Background: an optimization exercise with open tools, aiming at small area. Do not read the settings as production practice.
Function was checked by simulation only, so behaviour that the tests miss may differ from the original.
Power figures rest on the tool's default switching activity, not on a simulated workload.

alpha:
## Edge_Detection_Top
module Edge_Detection_Top #(
    parameter WIDTH   = 8,
    parameter H_RES   = 80,
    parameter V_RES   = 120,
    parameter TH_HIGH = 40,
    parameter TH_LOW  = 20
) (
    input  logic             clk,
    input  logic             rstn,
    input  logic             i_vsync,
    input  logic             i_hsync,
    input  logic             i_de,
    input  logic [WIDTH-1:0] i_r_data,
    input  logic [WIDTH-1:0] i_g_data,
    input  logic [WIDTH-1:0] i_b_data,
    output logic             o_vsync,
    output logic             o_hsync,
    output logic             o_de,
    output logic [WIDTH-1:0] o_data
);
Size: roughly 5000 cells after synthesis, ~40 I/O pins, ~0.13 mm2 of cells after synthesis.
==> flow/config.mk <==
export PLATFORM = sky130hd
export DESIGN_NAME = Edge_Detection_Top
export DESIGN_NICKNAME = Edge_Detection_Top
export VERILOG_FILES = /design/flow/design.v
export SDC_FILE = /design/flow/constraint.sdc
export NUM_CORES = 4
export LEC_CHECK = 0
export CAP_MARGIN = 10
export CORE_MARGIN = 2
export CORE_UTILIZATION = 60
export PLACE_DENSITY = 0.7
export SLEW_MARGIN = 10
==> flow/constraint.sdc <==
create_clock -name core_clock -period 10.0 [get_ports {clk}]
set_input_delay 2.0000 -clock core_clock [delete_from_list [all_inputs] [get_ports {clk}]]
set_output_delay 2.0000 -clock core_clock [all_outputs]
set_load 0.01 [all_outputs]
standard.sh (not shown) runs the stock make flow with config.mk's settings and CLKGATE_MAP_FILE= SYNTH_SCRIPT=/design/flow/synth_recipe.tcl, a recipe that flattens the netlist after the stock synthesis.
==> flow/flow/run.sh <==
#!/bin/bash
# Standard ORFS layout, except that clock tree synthesis uses small clock
# buffers and inserts no dummy balancing loads.  Each tool's output goes to a
# log file of its own in this folder.
set -euo pipefail
cd "$(dirname "$0")/.."
source flow/opts.sh
bash standard.sh "CTS_ARGS=$CTS_ARGS" $EXTRA synth > synth.log 2>&1
bash standard.sh "CTS_ARGS=$CTS_ARGS" $EXTRA floorplan > floorplan.log 2>&1
bash standard.sh "CTS_ARGS=$CTS_ARGS" $EXTRA place > place.log 2>&1
bash standard.sh "CTS_ARGS=$CTS_ARGS" $EXTRA cts > cts.log 2>&1
bash standard.sh "CTS_ARGS=$CTS_ARGS" $EXTRA finish > finish.log 2>&1
==> flow/flow/opts.sh <==
CTS_ARGS="-sink_clustering_enable -repair_clock_nets -dont_use_dummy_load -buf_list sky130_fd_sc_hd__clkbuf_8"
EXTRA=""
alpha completed end to end with timing, DRC and antenna clean.
> inputs changed (alpha -> beta)
Settings: SLEW_MARGIN: 10 -> 40; CORE_UTILIZATION: 60 -> 35; CAP_MARGIN: 10 -> 40; PLACE_DENSITY: 0.7 -> 0.5.
==> flow/run.sh (new file) <==
#!/bin/bash
# synth_recipe.tcl (not shown) runs the flow's synth.tcl, then flattens the netlist and writes it again
# the make line also repeats each setting of config.mk as NAME=value (left out here)
make -C /OpenROAD-flow-scripts/flow DESIGN_CONFIG=/design/flow/config.mk WORK_HOME=/design/flow/orfs CLKGATE_MAP_FILE= SYNTH_SCRIPT=/design/flow/synth_recipe.tcl finish
removed: flow/flow/run.sh
removed: flow/flow/opts.sh
removed: flow/standard.sh
==> run notes <==
- Die size: beta exceeds alpha
- Final cell count grows by more than a quarter when moving from alpha to beta.
- [beta] fraction of area in registers fell 4.5 points relative to alpha
## Diff of input files: gamma against beta
Settings: changing CORE_UTILIZATION from 35 to 60; changing CAP_MARGIN from 40 to 10; changing PLACE_DENSITY from 0.5 to 0.7; changing SLEW_MARGIN from 40 to 10.
==> flow/flow/run.sh (new file) <==
#!/bin/bash
# Standard ORFS layout, except that clock tree synthesis uses small clock
# buffers and inserts no dummy balancing loads.  Each tool's output goes to a
# log file of its own in this folder.
set -euo pipefail
cd "$(dirname "$0")/.."
source flow/opts.sh
bash standard.sh "CTS_ARGS=$CTS_ARGS" $EXTRA synth > synth.log 2>&1
bash standard.sh "CTS_ARGS=$CTS_ARGS" $EXTRA floorplan > floorplan.log 2>&1
bash standard.sh "CTS_ARGS=$CTS_ARGS" $EXTRA place > place.log 2>&1
bash standard.sh "CTS_ARGS=$CTS_ARGS" $EXTRA cts > cts.log 2>&1
bash standard.sh "CTS_ARGS=$CTS_ARGS" $EXTRA finish > finish.log 2>&1
==> flow/flow/opts.sh (new file) <==
CTS_ARGS="-sink_clustering_enable -repair_clock_nets -dont_use_dummy_load -buf_list sky130_fd_sc_hd__clkbuf_4"
EXTRA=""
==> flow/standard.sh (new file) <==
#!/bin/bash
# synth_recipe.tcl (not shown) runs the flow's synth.tcl, then flattens the netlist and writes it again
# the make line also repeats each setting of config.mk as NAME=value (left out here)
make -C /OpenROAD-flow-scripts/flow DESIGN_CONFIG=/design/flow/config.mk WORK_HOME=/design/flow/orfs CLKGATE_MAP_FILE= SYNTH_SCRIPT=/design/flow/synth_recipe.tcl "${@:-finish}"
removed: flow/run.sh
Results
- [compare] base=beta new=gamma: worst hold margin -64 ps, reported net switching power went down by about 11%, via count rose by 1216, clock latency at the later pin of the worst-skew pair has increased.
- Between gamma and beta, it is gamma whose fraction of standard cell area in multi-input logic is higher, by 0.37 points.
- Looking at worst-case setup margin in the final layout across both flows, gamma is the stronger of the two, with beta trailing.
- On clock period minus final worst setup slack, beta loses to gamma.
- Between gamma and beta, the register-to-register slack is higher for gamma.
- Run comparison: beta launching instance or port of the critical path i_g_data[6]; gamma launching instance or port of the critical path i_g_data[4]
- Delta (gamma minus beta): height of the die lower; final setup skew higher; total power lower.
Relative to gamma, the following input files were edited for delta:
==> flow/run.sh (new file) <==
#!/bin/bash
# synth_recipe.tcl (not shown) runs the flow's synth.tcl, then flattens the netlist and writes it again
# the make line also repeats each setting of config.mk as NAME=value (left out here)
make -C /OpenROAD-flow-scripts/flow DESIGN_CONFIG=/design/flow/config.mk WORK_HOME=/design/flow/orfs CLKGATE_MAP_FILE= SYNTH_SCRIPT=/design/flow/synth_recipe.tcl finish
removed: flow/flow/run.sh
removed: flow/flow/opts.sh
removed: flow/standard.sh
Results
Against gamma, post-layout minimum cycle time in delta came out worse. gamma -> delta: combinational logic power flat. Going from gamma to delta, instance area after placement level, global-route wire length before repair increased about 5%, via count of the first global-routing pass lost 4.2%, DRC marker count from the first detailed-route iteration climbed 215, clock latency on the worst-skew pair now smaller.

[afterwards: timing with drivers on the ports]
No port has a modelled driver above. Below, the same layouts with a new extraction and two added sets of constraints. Step 1: set_driving_cell puts a clkbuf_16 on clk and a buf_2 on each other input, an assumption about the parent block. Step 2 moves the port delays by t, midway between the first and last clock arrival at a register: inputs arrive t later, outputs are due t later. That takes back most of the time a late clock gives input paths. Slacks: no drivers / after step 1 / after step 2; pairs: no drivers / after step 1.
run	t, ns	setup WS [ns]	latest minus earliest clock arrival (ns)
alpha	1.085	2.129 / 2.185 / 1.100	0.117 / 0.117
beta	0.993	2.177 / 2.242 / 1.249	0.061 / 0.060
gamma	1.421	2.458 / 2.511 / 1.090	0.177 / 0.177
delta	0.987	2.108 / 2.165 / 1.177	0.091 / 0.091
After both steps every run listed still meets setup and hold. For gamma, which loses most, drivers alone change the setup slack by +0.053 ns; drivers and shift together by -1.368 ns.
